What follows belongs to an exercise in optimizing a design on an open flow for small area; a production flow would make more cautious choices. No functional check of the RTL was part of this run. Power and IR drop assume default switching activity.

--- flow/design.v ---
module mult_signed_nuc (
    input                clk    ,
    input                rstn   ,
    input         [15:0] mul_a  ,
    input         [15:0] mul_b  ,
    output        [31:0] product
);
reg  signed [15:0] a_r  ;
reg  signed [15:0] b_r  ;
reg         [31:0] p_r0 ;
reg         [31:0] p_r1 ;
reg         [31:0] p_r2 ;
reg         [31:0] p_r3 ;
always @(posedge clk) begin
    a_r  <= mul_a;
    b_r  <= mul_b;
    p_r0 <= a_r * b_r;
    p_r1 <= p_r0;
    p_r2 <= p_r1;
    p_r3 <= p_r2;
end
assign product = p_r3;
endmodule
module unsigned_divider #(
    parameter NUMER_DW   =  16                                      ,
    parameter DENOM_DW   =  16                                     
) (
    input                                       i_clk               ,
    input                                       i_rst_n             ,
    input                                       i_div_en            ,
    input           [NUMER_DW-1:0]              i_numer             ,
    input           [DENOM_DW-1:0]              i_denom             ,
    output reg      [NUMER_DW-1:0]              o_quotient          ,
    output reg                                  o_quotient_vld           
);  
function integer depth2width;
input [31:0] depth;
begin : fnDepth2Width
    if (depth > 1) begin
        for (depth2width=0; depth>0; depth2width = depth2width + 1)
            depth = depth>>1;
        end
    else
    depth2width = 0;
end
endfunction 
localparam IDLE   = 3'b000;
localparam STATE1 = 3'b001;
localparam STATE2 = 3'b010;
localparam STATE3 = 3'b100;
reg         [2:0]                               state_c     ;
reg         [NUMER_DW-1:0]                      numer_buff  ;
reg         [DENOM_DW-1:0]                      denom_buff  ;
reg         [depth2width(NUMER_DW)-1:0]         cnt         ;
reg         [DENOM_DW:0]                        numer_high  ;
always @(posedge i_clk ) begin
    if(!i_rst_n)begin
        state_c <= IDLE;
    end
    else begin
        case (state_c)
    IDLE   : begin
        if(i_div_en == 1'b1)begin
            state_c <= STATE1;
        end
        else begin
            state_c <= IDLE;
        end
    end
    STATE1 :state_c <= STATE2;
    STATE2 :begin
        if(|cnt ==1'b0)begin
            state_c <= STATE3;
        end
        else begin
            state_c <= STATE1;
        end
    end
    STATE3 : state_c <= IDLE;
            default: state_c <= IDLE;
        endcase
    end
end
always @(posedge i_clk ) begin
    if((state_c == IDLE) && i_div_en == 1'b1)begin
        numer_buff <= i_numer;
        denom_buff <= i_denom;
    end
    else begin
        numer_buff <= numer_buff;
        denom_buff <= denom_buff;
    end
end
always @(posedge i_clk ) begin
    if((i_div_en == 1'b1) && (state_c ==IDLE))begin
       numer_high <= {(DENOM_DW+1){1'b0}}; 
    end
    else if(state_c == STATE1)begin
        numer_high <= {numer_high[DENOM_DW-1:0],numer_buff[cnt]};
    end
    else if(state_c == STATE2 && numer_high >= {1'b0,denom_buff})begin
        numer_high <= numer_high - {1'b0,denom_buff};
    end
    else begin
        numer_high <= numer_high;
    end
end
always @(posedge i_clk ) begin
    if((i_div_en == 1'b1) && (state_c ==IDLE))begin
        cnt <= NUMER_DW-1;
    end
    else if(state_c ==STATE2)begin
        cnt <= cnt-1'b1;
    end
    else begin
        cnt <= cnt;
    end
end
always @(posedge i_clk ) begin
    if((state_c == STATE2) && {1'b0,denom_buff}  <= numer_high)begin
        o_quotient <= {o_quotient[NUMER_DW-2:0],1'b1};
    end
    else if(state_c == STATE2)begin
        o_quotient <= {o_quotient[NUMER_DW-2:0],1'b0};
    end
    else begin
        o_quotient <= o_quotient;
    end
end
always @(posedge i_clk ) begin
    if(state_c == STATE3)begin
        o_quotient_vld <= 1'b1;        
    end
    else begin
        o_quotient_vld <= 1'b0;
    end
end
endmodule
module calc_b_v10 #(
    parameter IMAGE_WIDE_LENGTH = 256    ,
    parameter IMAGE_HIGH_LENGTH = 192    ,
    parameter ADDRS_DW          = 21     ,
    parameter DW                = 14       
) (
    input                           i_rst_n             ,
    input                           i_clk               ,
    input                           i_calc_en           ,
    input       [3:0]               i_base_mean_num     ,
    input       [ADDRS_DW - 1 : 0]  i_addrs             ,
    input       [DW - 1 : 0]        i_data              ,
    input                           i_data_vld          ,
    input                           i_data_vs           ,
    output  reg                     o_mem_rd_start      , 
    output      [ADDRS_DW - 1 : 0]  o_mem_rd_addrs      ,
    output      [ADDRS_DW - 1 : 0]  o_mem_rd_lengths    ,
    input       [DW - 1 : 0]        i_mem_rd_data       ,
    output                          o_mem_rd_data_req   ,      
    output  reg                     o_mem_wr_start      ,
    output      [ADDRS_DW - 1 : 0]  o_mem_wr_addrs      ,
    output      [ADDRS_DW - 1 : 0]  o_mem_wr_lengths    ,
    output  reg [DW - 1 : 0]        o_mem_wr_data       ,
    output  reg                     o_mem_wr_data_vld   ,
    output  reg [DW - 1 : 0]        o_b_mean_data       ,
    output                          o_calc_busy         ,
    output  reg                     o_calc_done               
);
function integer depth2width;
input [31:0] depth;
begin : fnDepth2Width
    if (depth > 1) begin
        for (depth2width=0; depth>0; depth2width = depth2width + 1)
            depth = depth>>1;
        end
    else
    depth2width = 0;
end
endfunction 
localparam IMAGE_LENGTH      = IMAGE_WIDE_LENGTH*IMAGE_HIGH_LENGTH          ;
localparam SUM_DW            =  depth2width(IMAGE_LENGTH)                   ;
reg                 [1:0]           calc_en_dly                             ;
reg                                 calc_sync                               ;
reg                 [1:0]           vs_dly                                  ;
reg                 [1:0]           hs_dly                                  ;
reg                                 calc_en                                 ;
reg                 [5:0]           fcnt                                    ;
reg                 [7:0]           start_cnt                               ;
reg                 [DW : 0]        data_add                                ;
reg                                 mean_en                                 ;
reg                 [SUM_DW + DW -1:0]                      data_sum        ;
wire                [SUM_DW + DW -1:0]                      data_div        ;
wire                                                        data_div_vld    ;
assign o_mem_rd_addrs   = i_addrs       ;
assign o_mem_rd_lengths = IMAGE_LENGTH  ;
assign o_mem_wr_addrs   = i_addrs       ;
assign o_mem_wr_lengths = IMAGE_LENGTH  ;
assign o_calc_busy      = calc_en       ;
always @(posedge i_clk or negedge i_rst_n) begin
    if(!i_rst_n)begin
        calc_en_dly <= 2'b00;
    end
    else begin
        calc_en_dly <= {calc_en_dly[0],i_calc_en};
    end
end
always @(posedge i_clk or negedge i_rst_n) begin
    if(!i_rst_n)begin
        calc_sync <= 1'b0;
    end
    else if((vs_dly ==2'b10) && (calc_sync == 1'b1))begin
        calc_sync <= 1'b0;
    end
    else if((calc_en_dly == 2'b01) && (calc_sync == 1'b0))begin
        calc_sync <= 1'b1;
    end
    else begin
        calc_sync <= calc_sync;
    end
end
always @(posedge i_clk ) begin
    vs_dly <= {vs_dly[0],i_data_vs};
    hs_dly <= {hs_dly[0],i_data_vld};
end
always @(posedge i_clk or negedge i_rst_n) begin
    if(!i_rst_n)begin
        calc_en <= 1'b0;
    end
    else if((calc_en == 1'b1) && (o_calc_done == 1'b1))begin
        calc_en <= 1'b0;
    end
    else if((vs_dly ==2'b10) && (calc_sync == 1'b1))begin
        calc_en <= 1'b1;
    end
    else begin
        calc_en <= calc_en;
    end
end
always @(posedge i_clk ) begin
    if({calc_en,i_data_vs,i_data_vld} == 3'b111)begin
        case (i_base_mean_num)
        4'b0001: data_add <= i_data + 2'd2 ;
        4'b0010: data_add <= i_data + 3'd4 ;
        4'b0100: data_add <= i_data + 4'd8 ;
        4'b1000: data_add <= i_data + 5'd16;
            default: data_add <= i_data + 4'd8 ;
        endcase
    end
    else begin
        data_add <= {(DW+1){1'b0}};
    end
end
always @(posedge i_clk ) begin
    case (i_base_mean_num)
    4'b0001: if(fcnt == 6'd0)begin
                o_mem_wr_data <= {1'd0,data_add[DW:2]};
            end
            else begin
                o_mem_wr_data <= {1'd0,data_add[DW:2]} + i_mem_rd_data;
            end
    4'b0010: if(fcnt == 6'd0)begin
                o_mem_wr_data <= {2'd0,data_add[DW:3]};
            end
            else begin
                o_mem_wr_data <= {2'd0,data_add[DW:3]} + i_mem_rd_data;
            end
    4'b0100: if(fcnt == 6'd0)begin
                o_mem_wr_data <= {3'd0,data_add[DW:4]};
            end
            else begin
                o_mem_wr_data <= {3'd0,data_add[DW:4]} + i_mem_rd_data;
            end
    4'b1000:if(fcnt == 6'd0)begin
                o_mem_wr_data <= {4'd0,data_add[DW:5]};
            end
            else begin
                o_mem_wr_data <= {4'd0,data_add[DW:5]} + i_mem_rd_data;
            end 
        default: if(fcnt == 6'd0)begin
                o_mem_wr_data <= {3'd0,data_add[DW:4]};
            end
            else begin
                o_mem_wr_data <= {3'd0,data_add[DW:4]} + i_mem_rd_data;
            end
    endcase
end
always @(posedge i_clk ) begin
    if(calc_en == 1'b0)begin
        start_cnt <= 8'h0f;
    end
    else if(i_data_vs == 1'b1)begin
        start_cnt <= 8'h00;
    end
    else if(start_cnt == 8'hFF)begin
        start_cnt <= start_cnt;
    end
    else begin
        start_cnt <= start_cnt + 8'h01;
    end
end
always @(posedge i_clk ) begin
    if(start_cnt == 8'hF0)begin
        o_mem_rd_start <= 1'b1;
        o_mem_wr_start <= 1'b1;
    end
    else begin
        o_mem_rd_start <= 1'b0;
        o_mem_wr_start <= 1'b0;
    end
end
always @(posedge i_clk ) begin
    if(calc_en == 1'b0)begin
        fcnt <= 6'd0;
    end
    else if(start_cnt  == 8'h0A)begin
        fcnt <= fcnt + 8'd1;
    end
    else begin
        fcnt <= fcnt;
    end
end
always @(posedge i_clk ) begin
    case (i_base_mean_num)
    4'b0001: if((start_cnt == 8'h0A) && (fcnt > 6'd2 ))begin
        o_calc_done <= 1'b1;
    end
    else begin
        o_calc_done <= 1'b0;
    end
    4'b0010: if((start_cnt == 8'h0A) && (fcnt > 6'd6 ))begin
        o_calc_done <= 1'b1;
    end
    else begin
        o_calc_done <= 1'b0;
    end
    4'b0100: if((start_cnt == 8'h0A) && (fcnt > 6'd14))begin
        o_calc_done <= 1'b1;
    end
    else begin
        o_calc_done <= 1'b0;
    end
    4'b1000: if((start_cnt == 8'h0A) && (fcnt > 6'd30))begin
        o_calc_done <= 1'b1;
    end
    else begin
        o_calc_done <= 1'b0;
    end
        default: if((start_cnt == 8'h0A) && (fcnt > 6'd14))begin
            o_calc_done <= 1'b1;            
        end
        else begin
            o_calc_done <= 1'b0;
        end
    endcase
end
assign o_mem_rd_data_req = ({calc_en,i_data_vs,i_data_vld} == 3'b111)? 1'b1 : 1'b0;
always @(posedge i_clk ) begin
    if(fcnt == 6'd0)begin
        mean_en <= 1'b0;
    end
    else begin
        case (i_base_mean_num)
        4'b0001: if((fcnt == 6'd3) && (o_mem_rd_start == 1'b1))begin
            mean_en <= 1'b1 ;
        end
        else begin
            mean_en <= mean_en;
        end
        4'b0010: if((fcnt == 6'd7) && (o_mem_rd_start == 1'b1))begin
            mean_en <= 1'b1 ;
        end
        else begin
            mean_en <= mean_en;
        end
        4'b0100: if((fcnt == 6'd15) && (o_mem_rd_start == 1'b1))begin
            mean_en <= 1'b1 ;
        end
        else begin
            mean_en <= mean_en;
        end
        4'b1000:if((fcnt == 6'd3) && (o_mem_rd_start == 1'b1))begin
            mean_en <= 1'b1 ;
        end
        else begin
            mean_en <= mean_en;
        end
            default:if((fcnt == 6'd15) && (o_mem_rd_start == 1'b1))begin
                mean_en <= 1'b1 ;
            end
            else begin
                mean_en <= mean_en;
            end
        endcase 
    end
end
always @(posedge i_clk ) begin
    if({vs_dly,calc_en} ==3'b011 )begin
        data_sum <= {(SUM_DW + DW ){1'b0}}; 
    end
    else if({mean_en,o_mem_wr_data_vld} == 2'b11)begin
        data_sum <= data_sum + o_mem_wr_data;
    end
    else begin
        data_sum <= data_sum;
    end
end
always @(posedge i_clk ) begin
    if({hs_dly[0],vs_dly[0]} == 2'b11)begin
        o_mem_wr_data_vld <= 1'b1;
    end
    else begin
        o_mem_wr_data_vld <= 1'b0;        
    end
end
unsigned_divider #(
    .NUMER_DW   (SUM_DW + DW                            )     ,
    .DENOM_DW   (depth2width(IMAGE_LENGTH       )       )                                     
)unsigned_divider_inst (
    .i_clk               (i_clk         ),         
    .i_rst_n             (i_rst_n       ),         
    .i_div_en            (o_calc_done   ),         
    .i_numer             (data_sum      ),         
    .i_denom             (IMAGE_LENGTH  ),         
    .o_quotient          (data_div      ),         
    .o_quotient_vld      (data_div_vld  )          
);  
always @(posedge i_clk ) begin
    if(data_div_vld == 1'b1)begin
        o_b_mean_data <= data_div[0 +:DW];
    end
    else begin
        o_b_mean_data <= o_b_mean_data;
    end
end
endmodule
`timescale 1ns / 1ps
module revise_v10 #(
    parameter SINED_SEL         = "YES"  ,    
    parameter MULT_DELAY        = 1      ,
    parameter IMAGE_WIDE_LENGTH = 256    ,
    parameter IMAGE_HIGH_LENGTH = 192    ,
    parameter ADDRS_DW          = 21     ,
    parameter DW                = 16    
) (
    input                           i_rst_n             ,
    input                           i_clk               ,
    input           [DW-1:0]        i_data              ,
    input                           i_hs                ,
    input                           i_vs                ,
    input           [3:0]           i_sel               ,
    input           [DW-1:0]        i_b_mean_data       ,
    input           [ADDRS_DW-1:0]  i_b_addrs           ,
    input           [ADDRS_DW-1:0]  i_k_addrs           ,
    input                           i_init_k_load       ,
    output reg                      o_rd_b_start        ,
    output          [ADDRS_DW-1:0]  o_rd_b_addrs        ,
    output          [ADDRS_DW-1:0]  o_rd_b_lengths      , 
    output                          o_rd_b_req          ,
    input           [DW-1:0]        i_rd_b_data         ,
    output reg                      o_rd_k_start        ,
    output          [ADDRS_DW-1:0]  o_rd_k_addrs        ,
    output          [ADDRS_DW-1:0]  o_rd_k_lengths      , 
    output                          o_rd_k_req          ,
    input           [DW-1:0]        i_rd_k_data         ,
    output reg                      o_bp_type           ,
    output reg      [DW-1:0]        o_data              ,
    output reg      [DW-1:0]        o_center_y16_data   ,
    output reg                      o_hs               ,
    output reg                      o_vs                    
);
function integer depth2width;
input [31:0] depth;
begin : fnDepth2Width
    if (depth > 1) begin
        for (depth2width=0; depth>0; depth2width = depth2width + 1)
            depth = depth>>1;
        end
    else
    depth2width = 0;
end
endfunction
reg             [DW-1 : 0]                              data_dly                ;
reg             [DW-1 : 0]                              sub_b_data              ;
reg             [1:0]                                   vs_out_dly              ;
reg                                                     init_k_load             ;
reg             [DW-1:0]                                data_k                  ;
wire            [31:0]                                  multi_y16               ;
reg             [18:0]                                  multi_y16_div           ;
reg             [18:0]                                  y16_pipe                ;
reg                                                     bp_type                 ;
reg             [(MULT_DELAY+4)*DW-1:0]                 data_b_dly              ;
reg             [(MULT_DELAY+3)*DW-1:0]                 data_k_dly              ;
reg             [(MULT_DELAY+5)*DW-1:0]                 data_x16_dly            ;
reg             [MULT_DELAY+4 : 0]                      vs_dly                  ;   
reg             [MULT_DELAY+4 : 0]                      hs_dly                  ;   
reg             [DW-1:0]                                data_y16                ;   
reg             [3:0]                                   sel                     ;          
always @(posedge i_clk ) begin
    if(vs_out_dly == 2'b10)begin
        o_rd_b_start <= 1'b1;
    end
    else begin
        o_rd_b_start <= 1'b0;
    end
end
always @(posedge i_clk ) begin
    if(vs_out_dly == 2'b10)begin
        o_rd_k_start <= 1'b1;
    end
    else begin
        o_rd_k_start <= 1'b0;
    end
end
assign o_rd_k_req       = ({i_hs,i_vs} == 2'b11)? 1'b1 : 1'b0  ;
assign o_rd_b_req       = ({i_hs,i_vs} == 2'b11)? 1'b1 : 1'b0  ;
assign o_rd_b_lengths   = IMAGE_WIDE_LENGTH * IMAGE_HIGH_LENGTH;
assign o_rd_k_lengths   = IMAGE_WIDE_LENGTH * IMAGE_HIGH_LENGTH;
assign o_rd_b_addrs     = i_b_addrs ;
assign o_rd_k_addrs     = i_k_addrs ;
always @(posedge i_clk ) begin
    vs_out_dly <= {vs_out_dly[0],o_vs};
end
always @(posedge i_clk ) begin
    if(vs_out_dly == 2'b10)begin
        init_k_load <= i_init_k_load;
    end
    else begin
        init_k_load <= init_k_load;
    end
end
always @(posedge i_clk ) begin
    if({i_hs,i_vs} == 2'b11)begin
        data_dly <= i_data;
    end
    else begin
        data_dly <= {DW{1'b0}};
    end
end
always @(posedge i_clk ) begin
    if({hs_dly[0],vs_dly[0]} == 2'b11)begin
        sub_b_data <= data_dly - i_rd_b_data;
    end
    else begin
        sub_b_data <= {DW{1'b0}};
    end
end
always @(posedge i_clk ) begin
    if(({hs_dly[0],vs_dly[0]} == 2'b11) && (init_k_load == 1'b0))begin
        data_k <= {1'b0,i_rd_k_data[DW-2:0]};
    end
    else begin
        data_k <= 'd8192;
    end
end
always @(posedge i_clk ) begin
    if({hs_dly[0],vs_dly[0]} == 2'b11)begin
        bp_type <= i_rd_k_data[DW-1]; 
    end
    else begin
        bp_type <= 1'b0;
    end
end
mult_signed_nuc mult_signed_nuc_inst(
	.clk        (i_clk          ),  
	.rstn       (i_rst_n        ),  
	.mul_a      (data_k         ),  
	.mul_b      (sub_b_data     ),  
	.product    (multi_y16      )  
);
always @(posedge i_clk ) begin   
    if({hs_dly[1+MULT_DELAY],vs_dly[1+MULT_DELAY]} == 2'b11)begin
        multi_y16_div <= multi_y16[31:13]; 
    end
    else begin
        multi_y16_div <= 19'd0; 
    end
end
always @(posedge i_clk ) begin   
    y16_pipe <= multi_y16_div + i_b_mean_data;
end
generate
    if(SINED_SEL == "YES")begin
        always @(posedge i_clk ) begin  
            if((y16_pipe[18] == 1'b0) && (|y16_pipe[18:15] == 1'b1))begin
                data_y16 <= 16'h7FFF;
            end
            else if((y16_pipe[18] == 1'b1) && (y16_pipe[18:0] < 19'h78000) )begin
                data_y16 <= 16'h8000;
            end
            else begin
                data_y16 <= y16_pipe[15:0];
            end
        end 
    end
    else begin
        always @(posedge i_clk ) begin  
            if(y16_pipe[18] == 1'b1)begin
                data_y16 <= {DW{1'b0}};
            end
            else if(|y16_pipe[18:14] == 1'b1)begin
                data_y16 <= {{(DW-14){1'b0}},{14{1'b1}}};
            end
            else begin
                data_y16 <= {{(DW-14){1'b0}},y16_pipe[13:0]};
            end
        end       
    end
endgenerate
always @(posedge i_clk ) begin
    if(vs_out_dly == 2'b10 )begin
        sel <= i_sel;
    end
    else begin
        sel <= sel;
    end
end
always @(posedge i_clk ) begin
    data_x16_dly <= {data_x16_dly[(MULT_DELAY+4)*DW-1:0],i_data};
end
always @(posedge i_clk ) begin
    data_b_dly <= {data_b_dly[(MULT_DELAY+3)*DW-1:0],i_rd_b_data};
end
always @(posedge i_clk ) begin
    data_k_dly <= {data_k_dly[(MULT_DELAY+2)*DW-1:0],{bp_type,data_k[DW-2:0]}};
end
always @(posedge i_clk ) begin
    case (sel)
    4'b0001:o_data <= data_y16;                                              
    4'b0010:o_data <= data_x16_dly[(MULT_DELAY+5)*DW-1 -: DW];               
    4'b0100:o_data <= data_b_dly[(MULT_DELAY+4)*DW-1 -: DW];                 
    4'b1000:o_data <= {1'b0,{data_k_dly[(MULT_DELAY+3)*DW-2 -: DW-1]}};      
        default: o_data <= data_y16;
    endcase
end
always @(posedge i_clk ) begin
    o_bp_type <= data_k_dly[(MULT_DELAY+3)*DW-1];
end
always @(posedge i_clk ) begin
    vs_dly[MULT_DELAY+4 : 0] <= {vs_dly[MULT_DELAY+3:0],i_vs};
    hs_dly[MULT_DELAY+4 : 0] <= {hs_dly[MULT_DELAY+3:0],i_hs};
end
always @(posedge i_clk ) begin
    o_vs <= vs_dly[MULT_DELAY+4];
    o_hs <= hs_dly[MULT_DELAY+4];
end
reg             [depth2width(IMAGE_WIDE_LENGTH)-1:0]                         hcnt                                    ;
reg             [depth2width(IMAGE_HIGH_LENGTH)-1:0]                         vcnt                                    ;
always @(posedge i_clk ) begin
    if(vs_dly[MULT_DELAY+4] == 1'b0)begin
        hcnt <= {depth2width(IMAGE_WIDE_LENGTH){1'b0}};
    end
    else if((hs_dly[MULT_DELAY+4] == 1'b1) && (hcnt == IMAGE_WIDE_LENGTH-1))begin
        hcnt <= {depth2width(IMAGE_WIDE_LENGTH){1'b0}};
    end
    else if(hs_dly[MULT_DELAY+4] == 1'b1)begin
        hcnt <= hcnt + 1'b1;
    end
    else begin
        hcnt <= hcnt;
    end
end
always @(posedge i_clk ) begin
    if(vs_dly[MULT_DELAY+4] == 1'b0)begin
        vcnt <= {depth2width(IMAGE_HIGH_LENGTH){1'b0}};
    end
    else if((hs_dly[MULT_DELAY+4] == 1'b1) && (hcnt == IMAGE_WIDE_LENGTH-1) && (vcnt == IMAGE_HIGH_LENGTH-1))begin
        vcnt <= vcnt;
    end
    else if((hs_dly[MULT_DELAY+4] == 1'b1) && (hcnt == IMAGE_WIDE_LENGTH-1))begin
        vcnt <= vcnt + 1'b1;
    end
    else begin
        vcnt <= vcnt;
    end
end
always @(posedge i_clk ) begin
    if((vs_dly[MULT_DELAY+4])&& (hs_dly[MULT_DELAY+4]) && (hcnt == (IMAGE_WIDE_LENGTH >> 1) -1) && (vcnt == (IMAGE_HIGH_LENGTH >> 1)-1))begin
        o_center_y16_data <= data_y16;
    end
    else begin
        o_center_y16_data <= o_center_y16_data;        
    end
end
endmodule
`timescale 1ns / 1ps
module nonuniform_top_v0 #(
    parameter IMAGE_WIDE_LENGTH = 256    ,
    parameter IMAGE_HIGH_LENGTH = 192    ,
    parameter ADDRS_DW          = 21     ,
    parameter DW                = 16       
) (
    input                               i_rst_n                 ,
    input                               i_clk                   ,
    input   [DW-1:0]                    i_data                  ,
    input                               i_hs                    ,
    input                               i_vs                    ,
    input   [3:0]                       i_clac_b_mean_num       ,
    input                               i_clac_b_en             ,
    input   [ADDRS_DW-1:0]              i_b_addrs               ,
    output                              o_clac_b_done           ,
    input   [3:0]                       i_data_sel              ,
    input   [ADDRS_DW-1:0]              i_k_addrs               ,
    input                               i_init_k_load           ,
    output                              o_bp_type               ,
    output  [DW-1:0]                    o_data                  ,
    output  [DW-1:0]                    o_calc_b_mean_data      ,
    output  [DW-1:0]                    o_center_y16_data       ,
    output  [DW-1:0]                    o_sub_aver_y16          ,
    output                              o_hs                    ,
    output                              o_vs                    ,
    output                              o_mem_wr_start          ,
    output   [ADDRS_DW-1:0]             o_mem_wr_addrs          ,
    output   [ADDRS_DW-1:0]             o_mem_wr_lengths        ,
    output   [DW-1:0]                   o_mem_wr_data           ,
    output                              o_mem_wr_data_vld       ,
    output                              o_mem_rd0_start         ,
    output   [ADDRS_DW-1:0]             o_mem_rd0_addrs         ,
    output   [ADDRS_DW-1:0]             o_mem_rd0_lengths       ,
    input    [DW-1:0]                   i_mem_rd0_data          ,
    output                              o_mem_rd0_data_req      ,
    output                              o_mem_rd1_start         ,
    output   [ADDRS_DW-1:0]             o_mem_rd1_addrs         ,
    output   [ADDRS_DW-1:0]             o_mem_rd1_lengths       ,
    input    [DW-1:0]                   i_mem_rd1_data          ,
    output                              o_mem_rd1_data_req       
);
wire                                    mem_rd_calc_b_start     ;
wire         [ADDRS_DW-1:0]             mem_rd_calc_b_addrs     ;
wire         [ADDRS_DW-1:0]             mem_rd_calc_b_lengths   ;
wire         [DW-1:0]                   mem_rd_calc_b_data      ;
wire                                    mem_rd_calc_b_data_req  ;
wire                                   mem_rd_revise_b_start    ;
wire         [ADDRS_DW-1:0]            mem_rd_revise_b_addrs    ;
wire         [ADDRS_DW-1:0]            mem_rd_revise_b_lengths  ;
wire                                   mem_rd_revise_b_data_req ;
wire         [DW-1:0]                  mem_rd_revise_b_data     ;
wire         [DW-1:0]                  calc_b_mean_data         ;
wire                                   calc_b_busy              ;
assign o_mem_rd0_start      = (calc_b_busy == 1'b1)? mem_rd_calc_b_start      : mem_rd_revise_b_start     ;
assign o_mem_rd0_addrs      = (calc_b_busy == 1'b1)? mem_rd_calc_b_addrs      : mem_rd_revise_b_addrs     ;
assign o_mem_rd0_lengths    = (calc_b_busy == 1'b1)? mem_rd_calc_b_lengths    : mem_rd_revise_b_lengths   ;
assign mem_rd_calc_b_data   = (calc_b_busy == 1'b1)? i_mem_rd0_data           : 16'd1                     ;
assign mem_rd_revise_b_data = (calc_b_busy == 1'b1)? 16'd1                    : i_mem_rd0_data            ;
assign o_mem_rd0_data_req   = (calc_b_busy == 1'b1)? mem_rd_calc_b_data_req   : mem_rd_revise_b_data_req  ;
calc_b_v10 #(
    .IMAGE_WIDE_LENGTH  (IMAGE_WIDE_LENGTH             )  ,
    .IMAGE_HIGH_LENGTH  (IMAGE_HIGH_LENGTH             )  ,
    .ADDRS_DW           (ADDRS_DW                      )  ,
    .DW                 (DW                            )    
)calc_b_v10_inst(
    .i_rst_n             (i_rst_n                       ),     
    .i_clk               (i_clk                         ),     
    .i_calc_en           (i_clac_b_en                   ),     
    .i_base_mean_num     (i_clac_b_mean_num             ),     
    .i_addrs             (i_b_addrs                     ),     
    .i_data              (i_data                        ),     
    .i_data_vld          (i_hs                          ),     
    .i_data_vs           (i_vs                          ),     
    .o_mem_rd_start      (mem_rd_calc_b_start           ),     
    .o_mem_rd_addrs      (mem_rd_calc_b_addrs           ),     
    .o_mem_rd_lengths    (mem_rd_calc_b_lengths         ),     
    .i_mem_rd_data       (mem_rd_calc_b_data            ),     
    .o_mem_rd_data_req   (mem_rd_calc_b_data_req        ),     
    .o_mem_wr_start      (o_mem_wr_start                ),     
    .o_mem_wr_addrs      (o_mem_wr_addrs                ),     
    .o_mem_wr_lengths    (o_mem_wr_lengths              ),     
    .o_mem_wr_data       (o_mem_wr_data                 ),     
    .o_mem_wr_data_vld   (o_mem_wr_data_vld             ),     
    .o_b_mean_data       (calc_b_mean_data          ),     
    .o_calc_busy         (calc_b_busy                   ),     
    .o_calc_done         (o_clac_b_done                 )      
);
assign  o_calc_b_mean_data  = calc_b_mean_data;
assign  o_sub_aver_y16      = o_center_y16_data - calc_b_mean_data;
revise_v10 #(
    .SINED_SEL         ("YES"  ),    
    .MULT_DELAY        (5      ),
    .IMAGE_WIDE_LENGTH (IMAGE_WIDE_LENGTH           ),
    .IMAGE_HIGH_LENGTH (IMAGE_HIGH_LENGTH           ),
    .ADDRS_DW          (ADDRS_DW                    ),
    .DW                (DW                          )
)revise_v10_inst (
    .i_rst_n             (i_rst_n                   ),     
    .i_clk               (i_clk                     ),     
    .i_data              (i_data                    ),     
    .i_hs                (i_hs                      ),     
    .i_vs                (i_vs                      ),     
    .i_sel               (i_data_sel                ),     
    .i_b_mean_data       (0                         ),     
    .i_b_addrs           (i_b_addrs                 ),     
    .i_k_addrs           (i_k_addrs                 ),     
    .i_init_k_load       (i_init_k_load             ),     
    .o_rd_b_start        (mem_rd_revise_b_start     ),     
    .o_rd_b_addrs        (mem_rd_revise_b_addrs     ),     
    .o_rd_b_lengths      (mem_rd_revise_b_lengths   ),     
    .o_rd_b_req          (mem_rd_revise_b_data_req  ),     
    .i_rd_b_data         (mem_rd_revise_b_data      ),     
    .o_rd_k_start        (o_mem_rd1_start           ),     
    .o_rd_k_addrs        (o_mem_rd1_addrs           ),     
    .o_rd_k_lengths      (o_mem_rd1_lengths         ),     
    .o_rd_k_req          (o_mem_rd1_data_req        ),     
    .i_rd_k_data         (i_mem_rd1_data            ),     
    .o_bp_type           (o_bp_type                 ),     
    .o_data              (o_data                    ),     
    .o_center_y16_data   (o_center_y16_data         ),       
    .o_hs                (o_hs                      ),     
    .o_vs                (o_vs                      )      
);
reg             [15:0]          cnt11;
always @(posedge i_clk ) begin
    if(o_mem_rd1_start == 1'b1)begin
        cnt11 <= 16'd0;
    end
    else if(o_mem_rd1_data_req == 1'b1)begin
      cnt11 <= cnt11 +1'b1;
    end
    else begin
      cnt11 <= cnt11;
    end
end
endmodule
--- flow/run.sh ---
#!/bin/bash
# synth_recipe.tcl (not shown) runs the flow's synth.tcl, then flattens the netlist and writes it again
# the make line also repeats each setting of config.mk as NAME=value (left out here)
make -C /OpenROAD-flow-scripts/flow DESIGN_CONFIG=/design/flow/config.mk WORK_HOME=/design/flow/orfs CLKGATE_MAP_FILE= SYNTH_SCRIPT=/design/flow/synth_recipe.tcl finish
--- flow/config.mk ---
export PLATFORM = sky130hd
export DESIGN_NAME = nonuniform_top_v0
export DESIGN_NICKNAME = nonuniform_top_v0
export VERILOG_FILES = /design/flow/design.v
export SDC_FILE = /design/flow/constraint.sdc
export NUM_CORES = 4
export LEC_CHECK = 0
export CAP_MARGIN = 20
export CORE_MARGIN = 2
export CORE_UTILIZATION = 40
export PLACE_DENSITY = 0.6
export SLEW_MARGIN = 20
--- flow/constraint.sdc ---
create_clock -name core_clock -period 10.0 [get_ports {i_clk}]
set_input_delay 2.0000 -clock core_clock [delete_from_list [all_inputs] [get_ports {i_clk}]]
set_output_delay 2.0000 -clock core_clock [all_outputs]
set_load 0.01 [all_outputs]
==> flow_summary_export.csv <==
group,metric,value,unit
cts,path_clk_slew,60,ps
setup_path,worst_path_largest_cell_delay,710,ps
pwr,power_switching,2.30,mW
cts,htree_num_levels,3,
floorplan,ioPinCount,320,
timing,fmax,150,MHz
cts,cts_tree,"done",
pwr,peakVddDrop,131,uV
setup_path,slowest_stage,"dfxtp_1",
cells_and_area,syn2layout_area_growth,13.4,%
global_route,grt_overflow_total,0,
setup_path,path_buf_inv,5,
pwr,p_seq_share,48.3,%
routing,dr.first_iter.drc_count,1320,
floorplan,dieArea,0.0948,sq mm
floorplan,coreArea,0.0917,sq mm
timing,slew_violations,0,
synthesis,avgSynthCellArea,10.8,sq um
routing,via_per_inst,4.77,
pwr,sw_frac_of_total,26.6,%
routing,drt_pass1_iterations,5,
timing,layout_min_cycle_time,6670,ps
synthesis,ys.warnings.count,88,
synthesis,synth.distinct_cells,82,
cts,cts_hold_buf,0,
floorplan,dieHeight,308,microns
routing,wl,77.8,mm
pwr,p_int,6.34,mW
routing,dr_total_vias,22800,
cts,numCtsBuffers,86,
setup_path,required,10510,ps
global_route,grt_usage,16.5,%
floorplan,rows,111,
setup_path,path_max_fanout,17,
setup_path,path_delay_family,"adder cells",
cells_and_area,layout_commonest_cell,"dfxtp_1",
routing,wire_per_inst,16.3,microns
cells_and_area,layout-drive-gt1-share,5.44,%
routing,top_layer,"met5",
global_route,grt_max_degree,51,
timing,hold_viol_final,0,
global_route,grt_pass1_vias,22600,
timing,setup_violations,0,
cells_and_area,antenna_cells,0,
pwr,p_clk_share,36.9,%
cts,ctsResizeCount,0,
placement,io_buffer_count,151,
synthesis,ys_seq_elements,882,
pwr,p_leak,18.3,nW
timing,rsz0062_at_grt,"no",
timing,worst_slew_margin_rel,25.5,%
cts,post_cts_buffers,0,
pwr,power_density,206,mW/mm^2
synthesis,synthesis.area,0.0370,sq mm
flow_run,maxCapViolations,0,
setup_path,worst_setup_path_end_kind,"register",
synthesis,syn_inst,3427,
floorplan,die_w,308,microns
cts,cts_num_sinks,882,
timing,clock_skew,42.3,ps
cells_and_area,fill_cells,8492,
cells_and_area,nets,4041,
setup_path,crit_arrival,7190,ps
placement,place_congestion,0.867,
routing,drtAntennaViolNets,0,
synthesis,yosysSeqAreaShare,50.1,%
global_route,grt_pass1_wl,124,mm
setup_path,critPathKind,"reg2reg",
cells_and_area,layoutNonFillerInstCount,4770,
synthesis,synth_flop_cell,"dfxtp_1",
setup_path,critPathMostFrequentCell,"fa_1",
cts,root_buffer,"clkbuf_16",
routing,drc,0,
cts,clock_latency,650,ps
timing,fin_tns_setup,0,ps
cells_and_area,fin_util,45.7,%
hold_path,worstHoldPathType,"reg2reg",
placement,dpl.cell_count,4615,
setup_path,cp_cell_sequence,"nand2_1 > fa_1 > inv_1 > fa_1 > inv_1 > fa_1 > inv_1 > fa_1 > fa_1 > inv_1 > fa_1 > inv_1 > ha_1 > a211oi_1 > o221ai_1 > a21o_1 > a21oi_2 > a31oi_4 > a311o_2 > a31o_2 > a211oi_1 > nor2_1",
routing,wl_met3,4.44,mm
placement,hpwl,58.8,mm
pwr,p_comb_share,14.9,%
global_route,antenna_found_initial,7,
outcome,run_status,"complete, no violations",
timing,tightest_slew,1110,ps
cells_and_area,final_cell_mix,"dfxtp_1 (794), nand2_1 (340), inv_1 (309)",
cts,clockBufferDepth,3,
routing,wl_met2,35.1,mm
floorplan,start_util,40.3,%
timing,period_share,66.7,%
setup_path,worst_setup_path_start_kind,"register",
routing,wl_met1,36.3,mm
synthesis,synthArstFlopShare,0.454,%
synthesis,synth_edf_count,84,
## cell type report
class | count | area (sq um) | share of cell area [%]
inverters | 310 | 1160 | 2.78
well taps | 1186 | 1480 | 3.54
repair buffers | 167 | 1630 | 3.89
flip-flops and latches | 882 | 18500 | 44.2
multi-input cells | 2070 | 16200 | 38.7
clock inverters | 36 | 425 | 1.02
clock buffers | 119 | 2470 | 5.89
## per-stage QoR
step / power (mW) / hold slack, ps / cell area (sq um) / worst slack [ps]
2_1_floorplan: 5.12 / 310 / 37200 / 3770
3_3_place_gp: 5.52 / 310 / 39000 / 3420
3_5_place_dp: 5.54 / 312 / 39000 / 3330
4_1_cts: 8.74 / 298 / 41900 / 3310
5_1_grt: 9.09 / 304 / 41900 / 2930
6_report: 8.64 / 301 / 41900 / 3330
## path summary, 6_finish.rpt
kind                                                                       start  slack [ps]                                                     to  cells after the start
max in group asynchronous                                                i_rst_n        8110               calc_b_v10_inst.calc_en_dly[0]$_DFF_PN0_                      1
max reg2reg                                revise_v10_inst.data_k_dly[5]$_DFF_P_        3330  revise_v10_inst.mult_signed_nuc_inst.p_r0[28]$_DFF_P_                     22
min in group asynchronous                                                i_rst_n        1640               calc_b_v10_inst.calc_en_dly[1]$_DFF_PN0_                      1
min reg2reg                revise_v10_inst.mult_signed_nuc_inst.p_r2[29]$_DFF_P_         300  revise_v10_inst.mult_signed_nuc_inst.p_r3[29]$_DFF_P_                      0
max                                        revise_v10_inst.data_k_dly[5]$_DFF_P_        3330  revise_v10_inst.mult_signed_nuc_inst.p_r0[28]$_DFF_P_                     22
min                        revise_v10_inst.mult_signed_nuc_inst.p_r2[29]$_DFF_P_         300  revise_v10_inst.mult_signed_nuc_inst.p_r3[29]$_DFF_P_                      0
## cells in the mapped netlist (all sizes together) (14+ instances only)
| cell | instances | area [sq um] |
|---|---|---|
| xor2 | 56 | 490 |
| buf | 137 | 992 |
| nor2b | 28 | 175 |
| o21a | 32 | 240 |
| inv | 309 | 1160 |
| fa | 186 | 3720 |
| xnor2 | 96 | 841 |
| ha | 234 | 2930 |
| nand3 | 54 | 270 |
| nand2 | 341 | 1280 |
| a211oi | 20 | 150 |
| o21ai | 92 | 468 |
| nor2 | 176 | 661 |
| or3 | 18 | 113 |
| clkbuf | 89 | 335 |
| and3 | 73 | 457 |
| nor4 | 14 | 87.6 |
| nor3 | 43 | 215 |
| dfxtp | 794 | 15900 |
| nand2b | 19 | 119 |
| a21oi | 151 | 759 |
| nand4 | 16 | 106 |
| edfxtp | 84 | 2520 |
| and2 | 143 | 895 |
| a222oi | 20 | 200 |
| a21o | 17 | 128 |
| a31oi | 16 | 115 |
## cells by family after synthesis
group,synth area share (%)
simple gates,12.6
other cells,0.0203
xor+xnor,3.60
compound gates,8.06
fa+ha+maj,18.0
buf+inv,6.74
flops,50.1
mux,0.830
## power by group through the flow
| stage | combinational [mW] | sequential [mW] | clock [mW] |
|---|---|---|---|
| floorplan | 0.974 | 4.15 | 0 |
| global placement | 1.27 | 4.25 | 0 |
| detailed placement | 1.28 | 4.25 | 0 |
| CTS | 1.29 | 4.18 | 3.27 |
| global route | 1.46 | 4.21 | 3.41 |
| finish | 1.29 | 4.17 | 3.19 |
## state kept, by name (all words and copies together) (netlist names), 16 cells and up
register / flops
revise_v10_inst.data_x16_dly: 160
revise_v10_inst.o_center_y16_data: 16
revise_v10_inst.data_dly: 16
revise_v10_inst.data_b_dly: 144
revise_v10_inst.o_data: 16
revise_v10_inst.y16_pipe: 19
revise_v10_inst.data_k_dly: 128
revise_v10_inst.multi_y16_div: 19
revise_v10_inst.mult_signed_nuc_inst.p_r3: 19
revise_v10_inst.mult_signed_nuc_inst.p_r2: 19
calc_b_v10_inst.o_mem_wr_data: 16
revise_v10_inst.data_y16: 16
revise_v10_inst.sub_b_data: 16
calc_b_v10_inst.data_sum: 32
revise_v10_inst.mult_signed_nuc_inst.p_r0: 19
revise_v10_inst.mult_signed_nuc_inst.b_r: 16
calc_b_v10_inst.unsigned_divider_inst.numer_high: 17
calc_b_v10_inst.unsigned_divider_inst.numer_buff: 32
calc_b_v10_inst.o_b_mean_data: 16
revise_v10_inst.mult_signed_nuc_inst.p_r1: 19
calc_b_v10_inst.unsigned_divider_inst.o_quotient: 16
## layer usage
layer,vias up,GRT usage (%)
met4,6,4.78
met5,-,0
met3,113,3.57
li1,11400,-
met1,10700,22.4
met2,559,26.4

## afterwards: timing with drivers on the ports
Ports are ideal in the flow. The routed layout listed here was re-timed in OpenROAD.
Step 1: set_driving_cell puts a clkbuf_16 on i_clk and a buf_2 on each other input, an assumption about the parent block.
Step 2, shift: input delay + t, output delay - t, t = (earliest + latest rising clock arrival at the registers) / 2. This alone moves slack from input paths to output paths.
a / b / c = ideal / step 1 / step 2; a / b = the first two.
shift t [ns]: 0.695
slack for setup (ns): 3.325 / 3.325 / 3.325
worst register clock-pin slew, ns: 0.06 / 0.06
worst slew at a driven data input, ns: 0.16
pins driven straight from the clock port: 1
After both steps setup and hold are still met in this run. For this run, drivers alone change the setup slack by 0.000 ns; drivers and shift together by 0.000 ns.
